Background: an optimization exercise with open tools, aiming at small area, a short achievable clock period and few clock cycles per item. Do not read the settings as production practice. Function was not checked in any run shown here: the RTL went through the layout flow alone.

## flow/design.v (module list and top-level ports; edited modules follow where they fit)
// module cordic_final: 1353 lines
// module cf_fa: 4 lines
// module cf_ha: 4 lines
module cordic_final (
    input  wire        clk,
    input  wire        rst_n,
    input  wire        start,
    input  wire [31:0] x_in,
    input  wire        func_select,
    output wire        busy,
    output reg         done,
    output wire [32:0] result
);
  // ...
==> flow/flow/run.sh <==
#!/bin/bash
set -euo pipefail
bash standard.sh SETUP_SLACK_MARGIN=8.5 finish > standard_flow.log 2>&1
==> flow/standard.sh <==
#!/bin/bash
# synth_recipe.tcl (not shown) runs the flow's synth.tcl, then flattens the netlist and writes it again
# the make line also repeats each setting of config.mk as NAME=value (left out here)
make -C /OpenROAD-flow-scripts/flow DESIGN_CONFIG=/design/flow/config.mk WORK_HOME=/design/flow/orfs CLKGATE_MAP_FILE= SYNTH_SCRIPT=/design/flow/synth_recipe.tcl "${@:-finish}"
==> flow/config.mk <==
export PLATFORM = sky130hd
export DESIGN_NAME = cordic_final
export DESIGN_NICKNAME = cordic_final
export VERILOG_FILES = /design/flow/design.v
export SDC_FILE = /design/flow/constraint.sdc
export NUM_CORES = 4
export LEC_CHECK = 0
export CAP_MARGIN = 20
export CORE_MARGIN = 2
export CORE_UTILIZATION = 40
export CTS_CLUSTER_DIAMETER = 80
export CTS_CLUSTER_SIZE = 28
export SLEW_MARGIN = 20
==> flow/constraint.sdc <==
create_clock -name core_clock -period 12.0 [get_ports {clk}]
set_input_delay 2.4000 -clock core_clock [delete_from_list [all_inputs] [get_ports {clk}]]
set_output_delay 2.4000 -clock core_clock [all_outputs]
set_load 0.01 [all_outputs]
==> flow_metrics.env, run 1 <==
export IMPL_status="complete, no violations"
export IMPL_use_met3_pct=1.668
export IMPL_synthAdderAreaFrac_pct=24.00
export IMPL_ys_types=79
export IMPL_crit_buf_inv=1
export IMPL_crit_fanout=6
export IMPL_synth_top_family_by_area="adder cells"
export IMPL_place_inst=5559
export IMPL_seq_area_share_pct=35.12
export IMPL_antenna_found_initial=1
export IMPL_grt_pass1_vias=27910
export IMPL_die_w_microns=338.1
export IMPL_syn_num_nets=4879
export IMPL_numCtsBuffers=46
export IMPL_place_area_sq_mm=0.04648
export IMPL_crit_cells=1
export IMPL_routabilityCongestion=0.8744
export IMPL_clock_latency_ns=0.66
export IMPL_multiInputGateArea_sq_mm=0.02645
export IMPL_via_per_inst=4.915
export IMPL_die_h_microns=338.1
export IMPL_synth_edf_count=0
export IMPL_synth_compound_area_share_pct=12.28
export IMPL_cpLargestDelayFamily="flip-flops"
export IMPL_dominant_cells="multi-input combinational cells"
export IMPL_syn_avg_cell_area_sq_um=10.69
export IMPL_cp_required_ns=9.60
export IMPL_cp_end_kind="primary output"
export IMPL_synth_xor_area_share_pct=13.20
export IMPL_synthMuxAreaShare_pct=0.6417
==> run 2: changes to the inputs <==
--- a/flow/design.v
+++ b/flow/design.v
@@ -57,141 +57,130 @@
     reg [4:0] dtq;
     always @(posedge clk) dtq <= d04;
     reg [10:0] dq;
     always @(posedge clk) dq <= dr;
     reg [0:0] satq;
     always @(posedge clk) satq <= sat;
     reg [0:0] stq;
     always @(posedge clk) stq <= st;
-    wire d5s3 = satq ? stq : dq[10];
-    wire [5:0] d05 = {d5s3, dtq};
-    wire [14:0] xt6 = (d05[5] ? (d05[4] ? (d05[3] ? (d05[2] ? (d05[1] ? (d05[0] ? 15'd27053 : 15'd24565) : (d05[0] ? 15'd24565 : 15'd22461)) : (d05[1] ? (d05[0] ? 15'd22446 : 15'd20698) : (d05[0] ? 15'd20698 : 15'd19275))) : (d05[2] ? (d05[1] ? (d05[0] ? 15'd19180 : 15'd18080) : (d05[0] ? 15'd18080 : 15'd17264)) : (d05[1] ? (d05[0] ? 15'd17257 : 15'd16713) : (d05[0] ? 15'd16714 : 15'd16434)))) : (d05[3] ? (d05[2] ? (d05[1] ? (d05[0] ? 15'd16386 : 15'd16540) : (d05[0] ? 15'd16539 : 15'd16953)) : (d05[1] ? (d05[0] ? 15'd16956 : 15'd17638) : (d05[0] ? 15'd17638 : 15'd18596))) : (d05[2] ? (d05[1] ? (d05[0] ? 15'd18675 : 15'd19946) : (d05[0] ? 15'd19946 : 15'd21532)) : (d05[1] ? (d05[0] ? 15'd21543 : 15'd23469) : (d05[0] ? 15'd23469 : 15'd25763))))) : (d05[4] ? (d05[3] ? (d05[2] ? (d05[1] ? (d05[0] ? 15'd25761 : 15'd23469) : (d05[0] ? 15'd23469 : 15'd21545)) : (d05[1] ? (d05[0] ? 15'd21532 : 15'd19948) : (d05[0] ? 15'd19948 : 15'd18679))) : (d05[2] ? (d05[1] ? (d05[0] ? 15'd18594 : 15'd17638) : (d05[0] ? 15'd17638 : 15'd16958)) : (d05[1] ? (d05[0] ? 15'd16953 : 15'd16541) : (d05[0] ? 15'd16542 : 15'd16390)))) : (d05[3] ? (d05[2] ? (d05[1] ? (d05[0] ? 15'd16432 : 15'd16714) : (d05[0] ? 15'd16713 : 15'd17259)) : (d05[1] ? (d05[0] ? 15'd17264 : 15'd18082) : (d05[0] ? 15'd18082 : 15'd19184))) : (d05[2] ? (d05[1] ? (d05[0] ? 15'd19273 : 15'd20698) : (d05[0] ? 15'd20698 : 15'd22448)) : (d05[1] ? (d05[0] ? 15'd22461 : 15'd24567) : (d05[0] ? 15'd24567 : 15'd27057))))));
-    wire [15:0] yt6 = (d05[5] ? (d05[4] ? (d05[3] ? (d05[2] ? (d05[1] ? (d05[0] ? 16'd21526 : 16'd18301) : (d05[0] ? 16'd18302 : 16'd15363)) : (d05[1] ? (d05[0] ? 16'd15340 : 16'd12644) : (d05[0] ? 16'd12644 : 16'd10146))) : (d05[2] ? (d05[1] ? (d05[0] ? 16'd9967 : 16'd7639) : (d05[0] ? 16'd7639 : 16'd5431)) : (d05[1] ? (d05[0] ? 16'd5414 : 16'd3291) : (d05[0] ? 16'd3291 : 16'd1220)))) : (d05[3] ? (d05[2] ? (d05[1] ? (d05[0] ? 16'd65340 : 16'd63283) : (d05[0] ? 16'd63283 : 16'd61190)) : (d05[1] ? (d05[0] ? 16'd61173 : 16'd59013) : (d05[0] ? 16'd59013 : 16'd56749))) : (d05[2] ? (d05[1] ? (d05[0] ? 16'd56575 : 16'd54162) : (d05[0] ? 16'd54162 : 16'd51570)) : (d05[1] ? (d05[0] ? 16'd51548 : 16'd48735) : (d05[0] ? 16'd48734 : 16'd45659))))) : (d05[4] ? (d05[3] ? (d05[2] ? (d05[1] ? (d05[0] ? 16'd19876 : 16'd16801) : (d05[0] ? 16'd16802 : 16'd13989)) : (d05[1] ? (d05[0] ? 16'd13966 : 16'd11374) : (d05[0] ? 16'd11374 : 16'd8960))) : (d05[2] ? (d05[1] ? (d05[0] ? 16'd8787 : 16'd6523) : (d05[0] ? 16'd6523 : 16'd4363)) : (d05[1] ? (d05[0] ? 16'd4346 : 16'd2253) : (d05[0] ? 16'd2253 : 16'd196)))) : (d05[3] ? (d05[2] ? (d05[1] ? (d05[0] ? 16'd64316 : 16'd62245) : (d05[0] ? 16'd62245 : 16'd60122)) : (d05[1] ? (d05[0] ? 16'd60105 : 16'd57897) : (d05[0] ? 16'd57897 : 16'd55569))) : (d05[2] ? (d05[1] ? (d05[0] ? 16'd55391 : 16'd52892) : (d05[0] ? 16'd52892 : 16'd50196)) : (d05[1] ? (d05[0] ? 16'd50174 : 16'd47235) : (d05[0] ? 16'd47234 : 16'd44009))))));
-    reg [14:0] xs6;
-    always @(posedge clk) xs6 <= xt6;
     wire d6s3 = satq ? stq : dq[9];
-    reg [15:0] ys6;
-    always @(posedge clk) ys6 <= yt6 ^ {16{~d6s3}};
+    wire d5s3 = satq ? stq : dq[10];
+    wire [6:0] dix = {d6s3, d5s3, dtq};
+    wire [14:0] xtk = (dix[6] ? (dix[5] ? (dix[4] ? (dix[3] ? (dix[2] ? (dix[1] ? (dix[0] ? 15'd27389 : 15'd24850) : (dix[0] ? 15'd24850 : 15'd22701)) : (dix[1] ? (dix[0] ? 15'd22685 : 15'd20895) : (dix[0] ? 15'd20895 : 15'd19433))) : (dix[2] ? (dix[1] ? (dix[0] ? 15'd19335 : 15'd18199) : (dix[0] ? 15'd18199 : 15'd17348)) : (dix[1] ? (dix[0] ? 15'd17341 : 15'd16764) : (dix[0] ? 15'd16765 : 15'd16453)))) : (dix[3] ? (dix[2] ? (dix[1] ? (dix[0] ? 15'd16382 : 15'd16504) : (dix[0] ? 15'd16503 : 15'd16885)) : (dix[1] ? (dix[0] ? 15'd16887 : 15'd17536) : (dix[0] ? 15'd17536 : 15'd18458))) : (dix[2] ? (dix[1] ? (dix[0] ? 15'd18534 : 15'd19768) : (dix[0] ? 15'd19768 : 15'd21313)) : (dix[1] ? (dix[0] ? 15'd21324 : 15'd23206) : (dix[0] ? 15'd23206 : 15'd25452))))) : (dix[4] ? (dix[3] ? (dix[2] ? (dix[1] ? (dix[0] ? 15'd26071 : 15'd23731) : (dix[0] ? 15'd23731 : 15'd21763)) : (dix[1] ? (dix[0] ? 15'd21750 : 15'd20125) : (dix[0] ? 15'd20125 : 15'd18819))) : (dix[2] ? (dix[1] ? (dix[0] ? 15'd18731 : 15'd17739) : (dix[0] ? 15'd17739 : 15'd17026)) : (dix[1] ? (dix[0] ? 15'd17020 : 15'd16576) : (dix[0] ? 15'd16577 : 15'd16393)))) : (dix[3] ? (dix[2] ? (dix[1] ? (dix[0] ? 15'd16412 : 15'd16662) : (dix[0] ? 15'd16661 : 15'd17174)) : (dix[1] ? (dix[0] ? 15'd17179 : 15'd17962) : (dix[0] ? 15'd17962 : 15'd19028))) : (dix[2] ? (dix[1] ? (dix[0] ? 15'd19114 : 15'd20500) : (dix[0] ? 15'd20500 : 15'd22208)) : (dix[1] ? (dix[0] ? 15'd22220 : 15'd24281) : (dix[0] ? 15'd24281 : 15'd26720)))))) : (dix[5] ? (dix[4] ? (dix[3] ? (dix[2] ? (dix[1] ? (dix[0] ? 15'd26717 : 15'd24280) : (dix[0] ? 15'd24280 : 15'd22221)) : (dix[1] ? (dix[0] ? 15'd22207 : 15'd20501) : (dix[0] ? 15'd20501 : 15'd19117))) : (dix[2] ? (dix[1] ? (dix[0] ? 15'd19025 : 15'd17961) : (dix[0] ? 15'd17961 : 15'd17180)) : (dix[1] ? (dix[0] ? 15'd17173 : 15'd16662) : (dix[0] ? 15'd16663 : 15'd16415)))) : (dix[3] ? (dix[2] ? (dix[1] ? (dix[0] ? 15'd16390 : 15'd16576) : (dix[0] ? 15'd16575 : 15'd17021)) : (dix[1] ? (dix[0] ? 15'd17025 : 15'd17740) : (dix[0] ? 15'd17740 : 15'd18734))) : (dix[2] ? (dix[1] ? (dix[0] ? 15'd18816 : 15'd20124) : (dix[0] ? 15'd20124 : 15'd21751)) : (dix[1] ? (dix[0] ? 15'd21762 : 15'd23732) : (dix[0] ? 15'd23732 : 15'd26074))))) : (dix[4] ? (dix[3] ? (dix[2] ? (dix[1] ? (dix[0] ? 15'd25451 : 15'd23207) : (dix[0] ? 15'd23207 : 15'd21327)) : (dix[1] ? (dix[0] ? 15'd21314 : 15'd19771) : (dix[0] ? 15'd19771 : 15'd18539))) : (dix[2] ? (dix[1] ? (dix[0] ? 15'd18457 : 15'd17537) : (dix[0] ? 15'd17537 : 15'd16890)) : (dix[1] ? (dix[0] ? 15'd16886 : 15'd16506) : (dix[0] ? 15'd16507 : 15'd16387)))) : (dix[3] ? (dix[2] ? (dix[1] ? (dix[0] ? 15'd16452 : 15'd16766) : (dix[0] ? 15'd16765 : 15'd17344)) : (dix[1] ? (dix[0] ? 15'd17349 : 15'd18202) : (dix[0] ? 15'd18202 : 15'd19340))) : (dix[2] ? (dix[1] ? (dix[0] ? 15'd19432 : 15'd20896) : (dix[0] ? 15'd20896 : 15'd22688)) : (dix[1] ? (dix[0] ? 15'd22702 : 15'd24853) : (dix[0] ? 15'd24853 : 15'd27394)))))));
+    wire [15:0] ytk = (dix[6] ? (dix[5] ? (dix[4] ? (dix[3] ? (dix[2] ? (dix[1] ? (dix[0] ? 16'd21948 : 16'd18684) : (dix[0] ? 16'd18685 : 16'd15713)) : (dix[1] ? (dix[0] ? 16'd15690 : 16'd12967) : (dix[0] ? 16'd12967 : 16'd10447))) : (dix[2] ? (dix[1] ? (dix[0] ? 16'd10266 : 16'd7921) : (dix[0] ? 16'd7921 : 16'd5700)) : (dix[1] ? (dix[0] ? 16'd5683 : 16'd3552) : (dix[0] ? 16'd3552 : 16'd1476)))) : (dix[3] ? (dix[2] ? (dix[1] ? (dix[0] ? 16'd60 : 16'd63541) : (dix[0] ? 16'd63541 : 16'd61454)) : (dix[1] ? (dix[0] ? 16'd61437 : 16'd59288) : (dix[0] ? 16'd59288 : 16'd57039))) : (dix[2] ? (dix[1] ? (dix[0] ? 16'd56866 : 16'd54473) : (dix[0] ? 16'd54473 : 16'd51906)) : (dix[1] ? (dix[0] ? 16'd51884 : 16'd49101) : (dix[0] ? 16'd49100 : 16'd46061))))) : (dix[4] ? (dix[3] ? (dix[2] ? (dix[1] ? (dix[0] ? 16'd20278 : 16'd17167) : (dix[0] ? 16'd17168 : 16'd14325)) : (dix[1] ? (dix[0] ? 16'd14302 : 16'd11685) : (dix[0] ? 16'd11685 : 16'd9251))) : (dix[2] ? (dix[1] ? (dix[0] ? 16'd9077 : 16'd6798) : (dix[0] ? 16'd6798 : 16'd4627)) : (dix[1] ? (dix[0] ? 16'd4610 : 16'd2511) : (dix[0] ? 16'd2511 : 16'd452)))) : (dix[3] ? (dix[2] ? (dix[1] ? (dix[0] ? 16'd64572 : 16'd62506) : (dix[0] ? 16'd62506 : 16'd60391)) : (dix[1] ? (dix[0] ? 16'd60374 : 16'd58179) : (dix[0] ? 16'd58179 : 16'd55868))) : (dix[2] ? (dix[1] ? (dix[0] ? 16'd55692 : 16'd53215) : (dix[0] ? 16'd53215 : 16'd50546)) : (dix[1] ? (dix[0] ? 16'd50524 : 16'd47618) : (dix[0] ? 16'd47617 : 16'd44431)))))) : (dix[5] ? (dix[4] ? (dix[3] ? (dix[2] ? (dix[1] ? (dix[0] ? 16'd21104 : 16'd17918) : (dix[0] ? 16'd17919 : 16'd15013)) : (dix[1] ? (dix[0] ? 16'd14990 : 16'd12321) : (dix[0] ? 16'd12321 : 16'd9845))) : (dix[2] ? (dix[1] ? (dix[0] ? 16'd9668 : 16'd7357) : (dix[0] ? 16'd7357 : 16'd5162)) : (dix[1] ? (dix[0] ? 16'd5145 : 16'd3030) : (dix[0] ? 16'd3030 : 16'd964)))) : (dix[3] ? (dix[2] ? (dix[1] ? (dix[0] ? 16'd65084 : 16'd63025) : (dix[0] ? 16'd63025 : 16'd60926)) : (dix[1] ? (dix[0] ? 16'd60909 : 16'd58738) : (dix[0] ? 16'd58738 : 16'd56459))) : (dix[2] ? (dix[1] ? (dix[0] ? 16'd56284 : 16'd53851) : (dix[0] ? 16'd53851 : 16'd51234)) : (dix[1] ? (dix[0] ? 16'd51212 : 16'd48369) : (dix[0] ? 16'd48368 : 16'd45257))))) : (dix[4] ? (dix[3] ? (dix[2] ? (dix[1] ? (dix[0] ? 16'd19474 : 16'd16435) : (dix[0] ? 16'd16436 : 16'd13653)) : (dix[1] ? (dix[0] ? 16'd13630 : 16'd11063) : (dix[0] ? 16'd11063 : 16'd8669))) : (dix[2] ? (dix[1] ? (dix[0] ? 16'd8497 : 16'd6248) : (dix[0] ? 16'd6248 : 16'd4099)) : (dix[1] ? (dix[0] ? 16'd4082 : 16'd1995) : (dix[0] ? 16'd1995 : 16'd65476)))) : (dix[3] ? (dix[2] ? (dix[1] ? (dix[0] ? 16'd64060 : 16'd61984) : (dix[0] ? 16'd61984 : 16'd59853)) : (dix[1] ? (dix[0] ? 16'd59836 : 16'd57615) : (dix[0] ? 16'd57615 : 16'd55270))) : (dix[2] ? (dix[1] ? (dix[0] ? 16'd55090 : 16'd52569) : (dix[0] ? 16'd52569 : 16'd49846)) : (dix[1] ? (dix[0] ? 16'd49824 : 16'd46852) : (dix[0] ? 16'd46851 : 16'd43587)))))));
+    reg [14:0] xs7;
+    always @(posedge clk) xs7 <= xtk;
+    wire d7s3 = satq ? stq : dq[8];
+    reg [15:0] ys7;
+    always @(posedge clk) ys7 <= ytk ^ {16{~d7s3}};
     reg [10:0] dq_p4;
     always @(posedge clk) dq_p4 <= dq;
     wire [10:0] dsat = satq ? {11{stq}} : dq;
     reg [10:0] dqs;
     always @(posedge clk) dqs <= dsat;
-    wire [15:0] ysh6 = {{6{ys6[15]}}, ys6[15:6]};
-    wire [15:0] xsh6 = {7'd0, xs6[14:6]};
-    wire [15:0] xn7 = {1'b0, xs6} + ysh6 + {15'd0, ~dqs[9]};
-    wire [15:0] yn7 = (ys6 + xsh6) ^ {16{dqs[9] ^ dqs[8]}};
-    reg [14:0] xs7;
-    always @(posedge clk) xs7 <= xn7[14:0];
-    reg [15:0] ys7;
-    always @(posedge clk) ys7 <= yn7;
-    reg [10:0] dq_p5;
-    always @(posedge clk) dq_p5 <= dq_p4;
-    reg [10:0] dqs_p5;
-    always @(posedge clk) dqs_p5 <= dqs;
     wire [15:0] ysh7 = {{7{ys7[15]}}, ys7[15:7]};
     wire [15:0] xsh7 = {8'd0, xs7[14:7]};
-    wire [15:0] xn8 = {1'b0, xs7} + ysh7 + {15'd0, ~dqs_p5[8]};
-    wire [15:0] yn8 = (ys7 + xsh7) ^ {16{dqs_p5[8] ^ dqs_p5[7]}};
+    wire [15:0] xn8 = {1'b0, xs7} + ysh7 + {15'd0, ~dqs[8]};
+    wire [15:0] yn8 = (ys7 + xsh7) ^ {16{dqs[8] ^ dqs[7]}};
     reg [14:0] xs8;
     always @(posedge clk) xs8 <= xn8[14:0];
     reg [15:0] ys8;
     always @(posedge clk) ys8 <= yn8;
-    reg [10:0] dq_p6;
-    always @(posedge clk) dq_p6 <= dq_p5;
-    reg [10:0] dqs_p6;
-    always @(posedge clk) dqs_p6 <= dqs_p5;
+    reg [10:0] dq_p5;
+    always @(posedge clk) dq_p5 <= dq_p4;
+    reg [10:0] dqs_p5;
+    always @(posedge clk) dqs_p5 <= dqs;
     wire [15:0] ysh8 = {{8{ys8[15]}}, ys8[15:8]};
     wire [15:0] xsh8 = {9'd0, xs8[14:8]};
-    wire [15:0] xn9 = {1'b0, xs8} + ysh8 + {15'd0, ~dqs_p6[7]};
-    wire [15:0] yn9 = (ys8 + xsh8) ^ {16{dqs_p6[7] ^ dqs_p6[6]}};
+    wire [15:0] xn9 = {1'b0, xs8} + ysh8 + {15'd0, ~dqs_p5[7]};
+    wire [15:0] yn9 = (ys8 + xsh8) ^ {16{dqs_p5[7] ^ dqs_p5[6]}};
     reg [14:0] xs9;
     always @(posedge clk) xs9 <= xn9[14:0];
     reg [15:0] ys9;
     always @(posedge clk) ys9 <= yn9;
-    reg [10:0] dq_p7;
-    always @(posedge clk) dq_p7 <= dq_p6;
-    reg [10:0] dqs_p7;
-    always @(posedge clk) dqs_p7 <= dqs_p6;
+    reg [10:0] dq_p6;
+    always @(posedge clk) dq_p6 <= dq_p5;
+    reg [10:0] dqs_p6;
+    always @(posedge clk) dqs_p6 <= dqs_p5;
     wire [15:0] ysh9 = {{9{ys9[15]}}, ys9[15:9]};
     wire [15:0] xsh9 = {10'd0, xs9[14:9]};
-    wire [15:0] xn10 = {1'b0, xs9} + ysh9 + {15'd0, ~dqs_p7[6]};
-    wire [15:0] yn10 = (ys9 + xsh9) ^ {16{dqs_p7[6] ^ dqs_p7[5]}};
+    wire [15:0] xn10 = {1'b0, xs9} + ysh9 + {15'd0, ~dqs_p6[6]};
+    wire [15:0] yn10 = (ys9 + xsh9) ^ {16{dqs_p6[6] ^ dqs_p6[5]}};
     reg [14:0] xs10;
     always @(posedge clk) xs10 <= xn10[14:0];
     reg [15:0] ys10;
     always @(posedge clk) ys10 <= yn10;
-    reg [10:0] dq_p8;
-    always @(posedge clk) dq_p8 <= dq_p7;
-    reg [10:0] dqs_p8;
-    always @(posedge clk) dqs_p8 <= dqs_p7;
+    reg [10:0] dq_p7;
+    always @(posedge clk) dq_p7 <= dq_p6;
+    reg [10:0] dqs_p7;
+    always @(posedge clk) dqs_p7 <= dqs_p6;
     wire [15:0] ysh10 = {{10{ys10[15]}}, ys10[15:10]};
     wire [15:0] xsh10 = {11'd0, xs10[14:10]};
-    wire [15:0] xn11 = {1'b0, xs10} + ysh10 + {15'd0, ~dqs_p8[5]};
-    wire [15:0] yn11 = (ys10 + xsh10) ^ {16{dqs_p8[5] ^ dqs_p8[4]}};
+    wire [15:0] xn11 = {1'b0, xs10} + ysh10 + {15'd0, ~dqs_p7[5]};
+    wire [15:0] yn11 = (ys10 + xsh10) ^ {16{dqs_p7[5] ^ dqs_p7[4]}};
     reg [14:0] xs11;
     always @(posedge clk) xs11 <= xn11[14:0];
     reg [15:0] ys11;
     always @(posedge clk) ys11 <= yn11;
-    reg [10:0] dq_p9;
-    always @(posedge clk) dq_p9 <= dq_p8;
-    reg [10:0] dqs_p9;
-    always @(posedge clk) dqs_p9 <= dqs_p8;
+    reg [10:0] dq_p8;
+    always @(posedge clk) dq_p8 <= dq_p7;
+    reg [10:0] dqs_p8;
+    always @(posedge clk) dqs_p8 <= dqs_p7;
     wire [15:0] ysh11 = {{11{ys11[15]}}, ys11[15:11]};
     wire [15:0] xsh11 = {12'd0, xs11[14:11]};
-    wire [15:0] xn12 = {1'b0, xs11} + ysh11 + {15'd0, ~dqs_p9[4]};
-    wire [15:0] yn12 = (ys11 + xsh11) ^ {16{dqs_p9[4] ^ dqs_p9[3]}};
+    wire [15:0] xn12 = {1'b0, xs11} + ysh11 + {15'd0, ~dqs_p8[4]};
+    wire [15:0] yn12 = (ys11 + xsh11) ^ {16{dqs_p8[4] ^ dqs_p8[3]}};
     reg [14:0] xs12;
     always @(posedge clk) xs12 <= xn12[14:0];
     reg [15:0] ys12;
     always @(posedge clk) ys12 <= yn12;
-    reg [10:0] dq_p10;
-    always @(posedge clk) dq_p10 <= dq_p9;
-    reg [10:0] dqs_p10;
-    always @(posedge clk) dqs_p10 <= dqs_p9;
+    reg [10:0] dq_p9;
+    always @(posedge clk) dq_p9 <= dq_p8;
+    reg [10:0] dqs_p9;
+    always @(posedge clk) dqs_p9 <= dqs_p8;
     wire [15:0] ysh12 = {{12{ys12[15]}}, ys12[15:12]};
     wire [15:0] xsh12 = {13'd0, xs12[14:12]};
-    wire [15:0] xn13 = {1'b0, xs12} + ysh12 + {15'd0, ~dqs_p10[3]};
-    wire [15:0] yn13 = (ys12 + xsh12) ^ {16{dqs_p10[3] ^ dqs_p10[2]}};
+    wire [15:0] xn13 = {1'b0, xs12} + ysh12 + {15'd0, ~dqs_p9[3]};
+    wire [15:0] yn13 = (ys12 + xsh12) ^ {16{dqs_p9[3] ^ dqs_p9[2]}};
     reg [14:0] xs13;
     always @(posedge clk) xs13 <= xn13[14:0];
     reg [15:0] ys13;
     always @(posedge clk) ys13 <= yn13;
-    reg [10:0] dq_p11;
-    always @(posedge clk) dq_p11 <= dq_p10;
-    reg [10:0] dqs_p11;
-    always @(posedge clk) dqs_p11 <= dqs_p10;
+    reg [10:0] dq_p10;
+    always @(posedge clk) dq_p10 <= dq_p9;
+    reg [10:0] dqs_p10;
+    always @(posedge clk) dqs_p10 <= dqs_p9;
     wire [15:0] ysh13 = {{13{ys13[15]}}, ys13[15:13]};
     wire [15:0] xsh13 = {14'd0, xs13[14:13]};
-    wire [15:0] xn14 = {1'b0, xs13} + ysh13 + {15'd0, ~dqs_p11[2]};
-    wire [15:0] yn14 = (ys13 + xsh13) ^ {16{dqs_p11[2] ^ dqs_p11[1]}};
+    wire [15:0] xn14 = {1'b0, xs13} + ysh13 + {15'd0, ~dqs_p10[2]};
+    wire [15:0] yn14 = (ys13 + xsh13) ^ {16{dqs_p10[2] ^ dqs_p10[1]}};
     reg [14:0] xs14;
     always @(posedge clk) xs14 <= xn14[14:0];
     reg [15:0] ys14;
     always @(posedge clk) ys14 <= yn14;
-    reg [10:0] dq_p12;
-    always @(posedge clk) dq_p12 <= dq_p11;
-    reg [10:0] dqs_p12;
-    always @(posedge clk) dqs_p12 <= dqs_p11;
+    reg [10:0] dq_p11;
+    always @(posedge clk) dq_p11 <= dq_p10;
+    reg [10:0] dqs_p11;
+    always @(posedge clk) dqs_p11 <= dqs_p10;
     wire [15:0] ysh14 = {{13{ys14[15]}}, ys14[15:13]};
     wire [15:0] xsh14 = {14'd0, xs14[14:13]};
-    wire [15:0] xn15 = {1'b0, xs14} + ysh14 + {15'd0, ~dqs_p12[1]};
-    wire [15:0] yn15 = (ys14 + xsh14) ^ {16{dqs_p12[1] ^ dqs_p12[0]}};
+    wire [15:0] xn15 = {1'b0, xs14} + ysh14 + {15'd0, ~dqs_p11[1]};
+    wire [15:0] yn15 = (ys14 + xsh14) ^ {16{dqs_p11[1] ^ dqs_p11[0]}};
     reg [14:0] xs15;
     always @(posedge clk) xs15 <= xn15[14:0];
     reg [15:0] ys15;
     always @(posedge clk) ys15 <= yn15;
-    reg [10:0] dq_p13;
-    always @(posedge clk) dq_p13 <= dq_p12;
-    reg [10:0] dqs_p13;
-    always @(posedge clk) dqs_p13 <= dqs_p12;
+    reg [10:0] dq_p12;
+    always @(posedge clk) dq_p12 <= dq_p11;
+    reg [10:0] dqs_p12;
+    always @(posedge clk) dqs_p12 <= dqs_p11;
     wire [15:0] ysh15 = {{14{ys15[15]}}, ys15[15:14]};
     wire [15:0] xsh15 = {15'd0, xs15[14:14]};
-    wire [15:0] yn16 = (ys15 + xsh15) ^ {16{~dqs_p13[0]}};
+    wire [15:0] yn16 = (ys15 + xsh15) ^ {16{~dqs_p12[0]}};
     reg [15:0] ys16;
     always @(posedge clk) ys16 <= yn16;
     wire sq_1 = zv[0] & zv[1];
     wire sq_2 = zv[0] & zv[2];
     wire sq_3 = zv[0] & zv[3];
     wire sq_4 = zv[0] & zv[4];
     wire sq_5 = zv[0] & zv[5];
     wire sq_6 = zv[0] & zv[6];
@@ -906,58 +895,54 @@
     reg [0:0] fsr_p10;
     always @(posedge clk) fsr_p10 <= fsr_p9;
     reg [0:0] fsr_p11;
     always @(posedge clk) fsr_p11 <= fsr_p10;
     reg [0:0] fsr_p12;
     always @(posedge clk) fsr_p12 <= fsr_p11;
     reg [0:0] fsr_p13;
     always @(posedge clk) fsr_p13 <= fsr_p12;
-    reg [0:0] fsr_p14;
-    always @(posedge clk) fsr_p14 <= fsr_p13;
     reg [14:0] cf_p6;
     always @(posedge clk) cf_p6 <= cf;
     reg [14:0] cf_p7;
     always @(posedge clk) cf_p7 <= cf_p6;
     reg [14:0] cf_p8;
     always @(posedge clk) cf_p8 <= cf_p7;
     reg [14:0] cf_p9;
     always @(posedge clk) cf_p9 <= cf_p8;
     reg [14:0] cf_p10;
     always @(posedge clk) cf_p10 <= cf_p9;
     reg [14:0] cf_p11;
     always @(posedge clk) cf_p11 <= cf_p10;
     reg [14:0] cf_p12;
     always @(posedge clk) cf_p12 <= cf_p11;
-    reg [14:0] cf_p13;
-    always @(posedge clk) cf_p13 <= cf_p12;
-    wire bo0 = cf_p13[0] ^ 1'b0;
-    wire bt0 = (cf_p13[1] & ~cf_p13[0] & ~1'b0) | (~cf_p13[1] & cf_p13[0] & 1'b0);
-    wire bn0 = ~cf_p13[1];
-    wire bo1 = cf_p13[2] ^ cf_p13[1];
-    wire bt1 = (cf_p13[3] & ~cf_p13[2] & ~cf_p13[1]) | (~cf_p13[3] & cf_p13[2] & cf_p13[1]);
-    wire bn1 = ~cf_p13[3];
-    wire bo2 = cf_p13[4] ^ cf_p13[3];
-    wire bt2 = (cf_p13[5] & ~cf_p13[4] & ~cf_p13[3]) | (~cf_p13[5] & cf_p13[4] & cf_p13[3]);
-    wire bn2 = ~cf_p13[5];
-    wire bo3 = cf_p13[6] ^ cf_p13[5];
-    wire bt3 = (cf_p13[7] & ~cf_p13[6] & ~cf_p13[5]) | (~cf_p13[7] & cf_p13[6] & cf_p13[5]);
-    wire bn3 = ~cf_p13[7];
-    wire bo4 = cf_p13[8] ^ cf_p13[7];
-    wire bt4 = (cf_p13[9] & ~cf_p13[8] & ~cf_p13[7]) | (~cf_p13[9] & cf_p13[8] & cf_p13[7]);
-    wire bn4 = ~cf_p13[9];
-    wire bo5 = cf_p13[10] ^ cf_p13[9];
-    wire bt5 = (cf_p13[11] & ~cf_p13[10] & ~cf_p13[9]) | (~cf_p13[11] & cf_p13[10] & cf_p13[9]);
-    wire bn5 = ~cf_p13[11];
-    wire bo6 = cf_p13[12] ^ cf_p13[11];
-    wire bt6 = (cf_p13[13] & ~cf_p13[12] & ~cf_p13[11]) | (~cf_p13[13] & cf_p13[12] & cf_p13[11]);
-    wire bn6 = ~cf_p13[13];
-    wire bo7 = ~(cf_p13[14] ^ cf_p13[13]);    
+    wire bo0 = cf_p12[0] ^ 1'b0;
+    wire bt0 = (cf_p12[1] & ~cf_p12[0] & ~1'b0) | (~cf_p12[1] & cf_p12[0] & 1'b0);
+    wire bn0 = ~cf_p12[1];
+    wire bo1 = cf_p12[2] ^ cf_p12[1];
+    wire bt1 = (cf_p12[3] & ~cf_p12[2] & ~cf_p12[1]) | (~cf_p12[3] & cf_p12[2] & cf_p12[1]);
+    wire bn1 = ~cf_p12[3];
+    wire bo2 = cf_p12[4] ^ cf_p12[3];
+    wire bt2 = (cf_p12[5] & ~cf_p12[4] & ~cf_p12[3]) | (~cf_p12[5] & cf_p12[4] & cf_p12[3]);
+    wire bn2 = ~cf_p12[5];
+    wire bo3 = cf_p12[6] ^ cf_p12[5];
+    wire bt3 = (cf_p12[7] & ~cf_p12[6] & ~cf_p12[5]) | (~cf_p12[7] & cf_p12[6] & cf_p12[5]);
+    wire bn3 = ~cf_p12[7];
+    wire bo4 = cf_p12[8] ^ cf_p12[7];
+    wire bt4 = (cf_p12[9] & ~cf_p12[8] & ~cf_p12[7]) | (~cf_p12[9] & cf_p12[8] & cf_p12[7]);
+    wire bn4 = ~cf_p12[9];
+    wire bo5 = cf_p12[10] ^ cf_p12[9];
+    wire bt5 = (cf_p12[11] & ~cf_p12[10] & ~cf_p12[9]) | (~cf_p12[11] & cf_p12[10] & cf_p12[9]);
+    wire bn5 = ~cf_p12[11];
+    wire bo6 = cf_p12[12] ^ cf_p12[11];
+    wire bt6 = (cf_p12[13] & ~cf_p12[12] & ~cf_p12[11]) | (~cf_p12[13] & cf_p12[12] & cf_p12[11]);
+    wire bn6 = ~cf_p12[13];
+    wire bo7 = ~(cf_p12[14] ^ cf_p12[13]);    
     wire bt7 = 1'b0;
-    wire bn7 = cf_p13[14] & cf_p13[13];
+    wire bn7 = cf_p12[14] & cf_p12[13];
     reg [7:0] bone;
     always @(posedge clk) bone <= {bo7,bo6,bo5,bo4,bo3,bo2,bo1,bo0};
     reg [7:0] btwo;
     always @(posedge clk) btwo <= {bt7,bt6,bt5,bt4,bt3,bt2,bt1,bt0};
     reg [7:0] bneg;
     always @(posedge clk) bneg <= {bn7,bn6,bn5,bn4,bn3,bn2,bn1,bn0};
     wire mu_1 = (((bone[0] & ys16[0]) | (btwo[0] & 1'b0)) ^ bneg[0]);
     wire mu_2 = (((bone[0] & ys16[1]) | (btwo[0] & ys16[0])) ^ bneg[0]);
@@ -1098,17 +1083,17 @@
     wire mu_137 = (((bone[7] & ys16[10]) | (btwo[7] & ys16[9])) ^ bneg[7]);
     wire mu_138 = (((bone[7] & ys16[11]) | (btwo[7] & ys16[10])) ^ bneg[7]);
     wire mu_139 = (((bone[7] & ys16[12]) | (btwo[7] & ys16[11])) ^ bneg[7]);
     wire mu_140 = (((bone[7] & ys16[13]) | (btwo[7] & ys16[12])) ^ bneg[7]);
     wire mu_141 = (((bone[7] & ys16[14]) | (btwo[7] & ys16[13])) ^ bneg[7]);
     wire mu_142 = (((bone[7] & ys16[15]) | (btwo[7] & ys16[14])) ^ bneg[7]);
     wire mu_143 = (((bone[7] & ys16[15]) | (btwo[7] & ys16[15])) ^ bneg[7]);
     wire mu_144 = ~mu_143;
-    wire mu_145 = ~fsr_p14;
+    wire mu_145 = ~fsr_p13;
     wire mu_146 = mu_11 ^ mu_27;
     wire mu_147 = mu_11 & mu_27;
     wire mu_148 = mu_12 ^ mu_28;
     wire mu_149 = mu_12 & mu_28;
     wire mu_150s, mu_150c;
     cf_fa u_mu_150 (.a(mu_13), .b(mu_29), .c(mu_45), .s(mu_150s), .co(mu_150c));
     wire mu_151 = mu_61 ^ mu_77;
     wire mu_152 = mu_61 & mu_77;
@@ -1329,31 +1314,31 @@
     wire mu_283s, mu_283c;
     cf_fa u_mu_283 (.a(mu_250), .b(mu_251), .c(mu_145), .s(mu_283s), .co(mu_283c));
     wire mu_284 = ~(mu_252 ^ mu_142);
     wire mu_285 = mu_252 | mu_142;
     reg [29:0] mra;
     always @(posedge clk) mra <= {mu_283c, mu_282, mu_280c, mu_279, mu_277c, mu_276c, mu_275c, mu_274c, mu_273c, mu_272c, mu_271c, mu_270c, mu_269c, mu_268c, mu_267c, mu_266c, mu_265c, mu_264c, mu_263c, mu_262c, mu_261c, mu_260c, mu_259c, mu_258c, mu_257c, mu_256, mu_254, mu_253, mu_2, mu_1};
     reg [29:0] mrb;
     always @(posedge clk) mrb <= {mu_284, mu_283s, mu_281, mu_280s, mu_278, mu_277s, mu_276s, mu_275s, mu_274s, mu_273s, mu_272s, mu_271s, mu_270s, mu_269s, mu_268s, mu_267s, mu_266s, mu_265s, mu_264s, mu_263s, mu_262s, mu_261s, mu_260s, mu_259s, mu_258s, mu_257s, mu_255, bneg[1], 1'b0, bneg[0]};
-    reg [0:0] fsr_p15;
-    always @(posedge clk) fsr_p15 <= fsr_p14;
+    reg [0:0] fsr_p14;
+    always @(posedge clk) fsr_p14 <= fsr_p13;
     wire [29:0] fp = mra + mrb;
-    wire [14:0] rr = fsr_p15 ? fp[28:14] : fp[29:15];
+    wire [14:0] rr = fsr_p14 ? fp[28:14] : fp[29:15];
     reg [14:0] res;
     always @(posedge clk) res <= rr;
     reg [0:0] rsa;
-    always @(posedge clk) rsa <= fsr_p15 & fp[28];
+    always @(posedge clk) rsa <= fsr_p14 & fp[28];
     reg [0:0] rsb;
-    always @(posedge clk) rsb <= fsr_p15 & fp[29];
+    always @(posedge clk) rsb <= fsr_p14 & fp[29];
     assign result = {{6{rsb}}, {6{rsa}}, {7{res[14]}}, res[13:0]};
-    reg [14:0] vld;
+    reg [13:0] vld;
     always @(posedge clk or negedge rst_n) begin
         if (!rst_n) begin vld <= 0; done <= 1'b0; end
-        else begin vld <= {vld[13:0], start}; done <= vld[14]; end
+        else begin vld <= {vld[12:0], start}; done <= vld[13]; end
     end
 endmodule
 (* keep_hierarchy = "yes", use_dsp = "yes" *)
 module cf_fa (input wire a, input wire b, input wire c, output wire s, output wire co);
     assign s = a ^ b ^ c;
     assign co = (a & b) | (a & c) | (b & c);
 endmodule
 (* keep_hierarchy = "yes", use_dsp = "yes" *)
==> flow_metrics.env, run 2 <==
export IMPL_status="complete, no violations"
export IMPL_fmax_ghz=0.2752
export IMPL_crit_buf_inv=2
export IMPL_setup_viol=0
export IMPL_worst_pin_slew_ns=1.090
export IMPL_hold_depth=0
export IMPL_fillers=10420
export IMPL_async_reset_ff_share_pct=1.913
export IMPL_dp_slack_ns=7.926
export IMPL_final_common_cell="dfxtp_1"
export IMPL_finClkSkew_ns=0.02899
export IMPL_grt_pass1_wl_microns=149300
export IMPL_io_buffers=53
export IMPL_synthTopCellsByArea="dfxtp_1 (35%), fa_1 (14%), ha_1 (9.3%)"
export IMPL_r2r_start="dtq[1]$_DFF_P_"
export IMPL_detail_route_wl_per_cell_microns=15.82
export IMPL_overflow=0
export IMPL_crit_cells=2
export IMPL_start_kind="flop"
export IMPL_drive_above_1_share_pct=6.115
export IMPL_synth_top_area_share_pct=34.92
export IMPL_cap_viol_max_count=0
export IMPL_vias=29240
export IMPL_largest_register="cma"
export IMPL_worstHoldStart="dqs_p5[2]$_DFF_P_"
export IMPL_synth_area_sq_mm=0.04409
export IMPL_core_rowCount=121
export IMPL_layout_common_cells="dfxtp_1 (745), xnor2_1 (463), ha_1 (324)"
export IMPL_routabilityCongestion=0.9564
export IMPL_drtPass1Iterations=5
export IMPL_crit_chain="buf_6 -> buf_6"
export IMPL_numCtsBuffers=45
export IMPL_r2r_end="ys7[1]$_DFF_P_"
export IMPL_cp_required_ns=9.60
export IMPL_synthTopCellsByCount="dfxtp_1 (769), xnor2_1 (464), ha_1 (328)"
export IMPL_clock_latency_ns=0.63
export IMPL_hold_path_class="reg2reg"
export IMPL_ys_ff_latch=784
export IMPL_via_per_inst=5.089
export IMPL_synthCells=4319
export IMPL_holdPathEnd="dqs_p6[2]$_DFF_P_"
export IMPL_area_delta_synth_final_pct=8.329
export IMPL_largest_reg_flops=35
export IMPL_r2r_slack_ns=8.58
export IMPL_grt_max_degree=95
export IMPL_clock_root_buffer="clkbuf_16"
export IMPL_cp_end_kind="primary output"
export IMPL_design_core_area_sq_mm=0.1092
export IMPL_crit_top_cell="buf_6"
export IMPL_hold_viol_final=0
export IMPL_crit_fanout=6
export IMPL_syn_num_nets=4999
export IMPL_worstPathArrival_ns=1.23
export IMPL_grt_pass1_vias=29080
export IMPL_cpLargestDelayFamily="flip-flops"
export IMPL_netlist_top_cell_by_area="dfxtp_1"
export IMPL_yosysMostFrequentCell="dfxtp_1"
export IMPL_hold_ws_ns=0.3093
export IMPL_dp_hpwl_microns=67380
export IMPL_fp_dieArea_sq_mm=0.1129
export IMPL_finalCritPeriodShare_pct=30.28
export IMPL_cts_htree_levels=2
export IMPL_relSlewSlack_pct=27.23
export IMPL_syn_avg_cell_area_sq_um=10.21
export IMPL_tns_ns=0
export IMPL_drt_iter0_drc=1723
export IMPL_synthFlopType="dfxtp_1"
export IMPL_die_w_microns=336.0
export IMPL_cpPeakStageDelay_ns=0.38
export IMPL_ys_warn_count=1
export IMPL_grt_usage_pct=16.04
export IMPL_drc=0
export IMPL_critPathKind="reg2out"
export IMPL_synth_edf_count=0
export IMPL_ant_nets=0
export IMPL_antenna_found_initial=0
export IMPL_timing_final_ws_setup_ns=8.366
export IMPL_nets=4920
export IMPL_clk_pin_slew_worst_paths_ns=0.10
export IMPL_cts_tree="yes"
export IMPL_ys_types=80
export IMPL_ys_seq_area_share_pct=35.77
export IMPL_rsz0062_at_grt="yes"
export IMPL_ff2ff_path_depth=9
export IMPL_cts_buffer_depth=3
export IMPL_drv_slew=0
export IMPL_crit_slowest_cell="dfxtp_4"
export IMPL_die_h_microns=336.0
export IMPL_period_minus_slack_ns=3.634
export IMPL_initial_core_util_pct=40.39
export IMPL_cts_sinks=784
export IMPL_reg_top3="cma: 35 flops, cmb: 34 flops, Sr: 31 flops"
export IMPL_routed_wl_microns=90860
export IMPL_ioPinCount=71
## run 2: cell types whose count changed after synthesis, moves of 17 or more
cell      delta
a21o_1      -18
a31oi_1     +35
clkbuf_1    +31
dfxtp_1     -56
ha_1        -18
inv_1       -21
nand2_1     +57
nor2_1      +52
o21ai_0     +32
or2_2       +17
or3_1       +18
xnor2_1     -42
## run 2: layout make-up
cell class	instances	area (sq um)	area share, %
timing repair inverter	1	5.005	0.01048
clock inverter	28	488.0	1.022
tap	1476	1847	3.867
inverter	180	683.2	1.430
sequential	784	15820	33.11
timing repair buffer	94	835.8	1.750
antenna	1	2.502	0.005239
multi-input combinational	3134	26920	56.36
clock buffer	47	1165	2.439
## run 2: cells by family after synthesis
| group | synth area share [%] |
|---|---|
| XOR/XNOR | 12.57 |
| buffers and inverters | 3.615 |
| AO/OA/AOI/OAI | 13.24 |
| multiplexers | 0.6357 |
| AND/OR/NAND/NOR | 10.50 |
| other | 0.008506 |
| adder cells (fa/ha/maj) | 23.66 |
| flip-flops | 35.77 |
## run 2: timing repair
action | in CTS | in global routing
gates cloned | 1 | 0
hold buffers | 0 | 0
setup endpoints to repair | 66 | 62
resized for setup | 174 | 41
pin swaps | 3 | 7
endpoints found under the hold margin | 0 | 0
setup buffers | 8 | 7
## run 2: worst max path at each step
| stage | from | endpoint | slack (ns) |
|---|---|---|---|
| 2_1_floorplan | func_select | v0r[10]$_DFF_P_ | 8.58 |
| 3_3_place_gp | dtq[2]$_DFF_P_ | ys7[4]$_DFF_P_ | 7.88 |
| 3_5_place_dp | dtq[1]$_DFF_P_ | ys7[2]$_DFF_P_ | 7.93 |
| 4_1_cts | res[14]$_DFF_P_ | result[20] | 8.24 |
| 5_1_grt | rsb$_DFF_P_ | result[29] | 8.30 |
| 6_report | rsb$_DFF_P_ | result[32] | 8.37 |
## run 2: metal layers
metal / part of all wire (%) / routed length, microns / track usage (%)
met5: 0 / 0 / 0
met4: 3.3 / 2985 / 5.915
met3: 5.0 / 4525 / 2.070
met2: 48 / 43630 / 28.02
met1: 44 / 39720 / 20.19
## run 2: worst reg2reg max path, cell delays in order, from the launching register on
cell      delay (ns)
dfxtp_2         0.44
inv_1           0.23
ha_2            0.49
inv_1           0.27
ha_1            0.65
nor2_1          0.14
a211oi_1        0.25
a21oi_1         0.08
mux4_2          0.58
xnor2_1         0.16
## run 2: per-module statistics from Yosys, one instance, submodules excluded
module        cells  flip-flops and latches  area (sq um)
cordic_final   4026                     784         38220
cf_fa             1                       0         20.02
## run 2: through the flow
stage | utilization (%) | instances | cell area (sq um)
floorplan | - | 4319 | 44090
global placement | 41.98 | 5653 | 45820
detailed placement | 41.98 | 5653 | 45820
CTS | 43.57 | 5737 | 47560
global route | 43.75 | 5744 | 47760
finish | 43.75 | 5745 | 47760

==> what the ideal ports hide <==
In the flow no input, the clock included, has a driving cell. The finished layouts below were timed again as built, in two steps. Step 1 sets driving cells, clkbuf_16 on the clock port and buf_2 on the other inputs (assumed; they add their load-dependent delay and slew). Step 2, shift: input delay + t, output delay - t, t = (earliest + latest rising clock arrival at the registers) / 2. This alone moves slack from input paths to output paths. a / b / c = ideal / step 1 / step 2; a / b = the first two.
| run | shift t [ns] | setup WS [ns] | worst setup path at the end | cell pins on the clock port's net |
|---|---|---|---|---|
| run 1 | 0.693 | 8.459 / 8.395 / 8.037 | input to register | 1 |
| run 2 | 0.672 | 8.366 / 8.305 / 8.056 | input to register | 1 |
After both steps setup and hold are still met in every run listed. The setup slack of run 1, which loses most, moves by -0.064 ns with the drivers and by -0.422 ns with both steps.
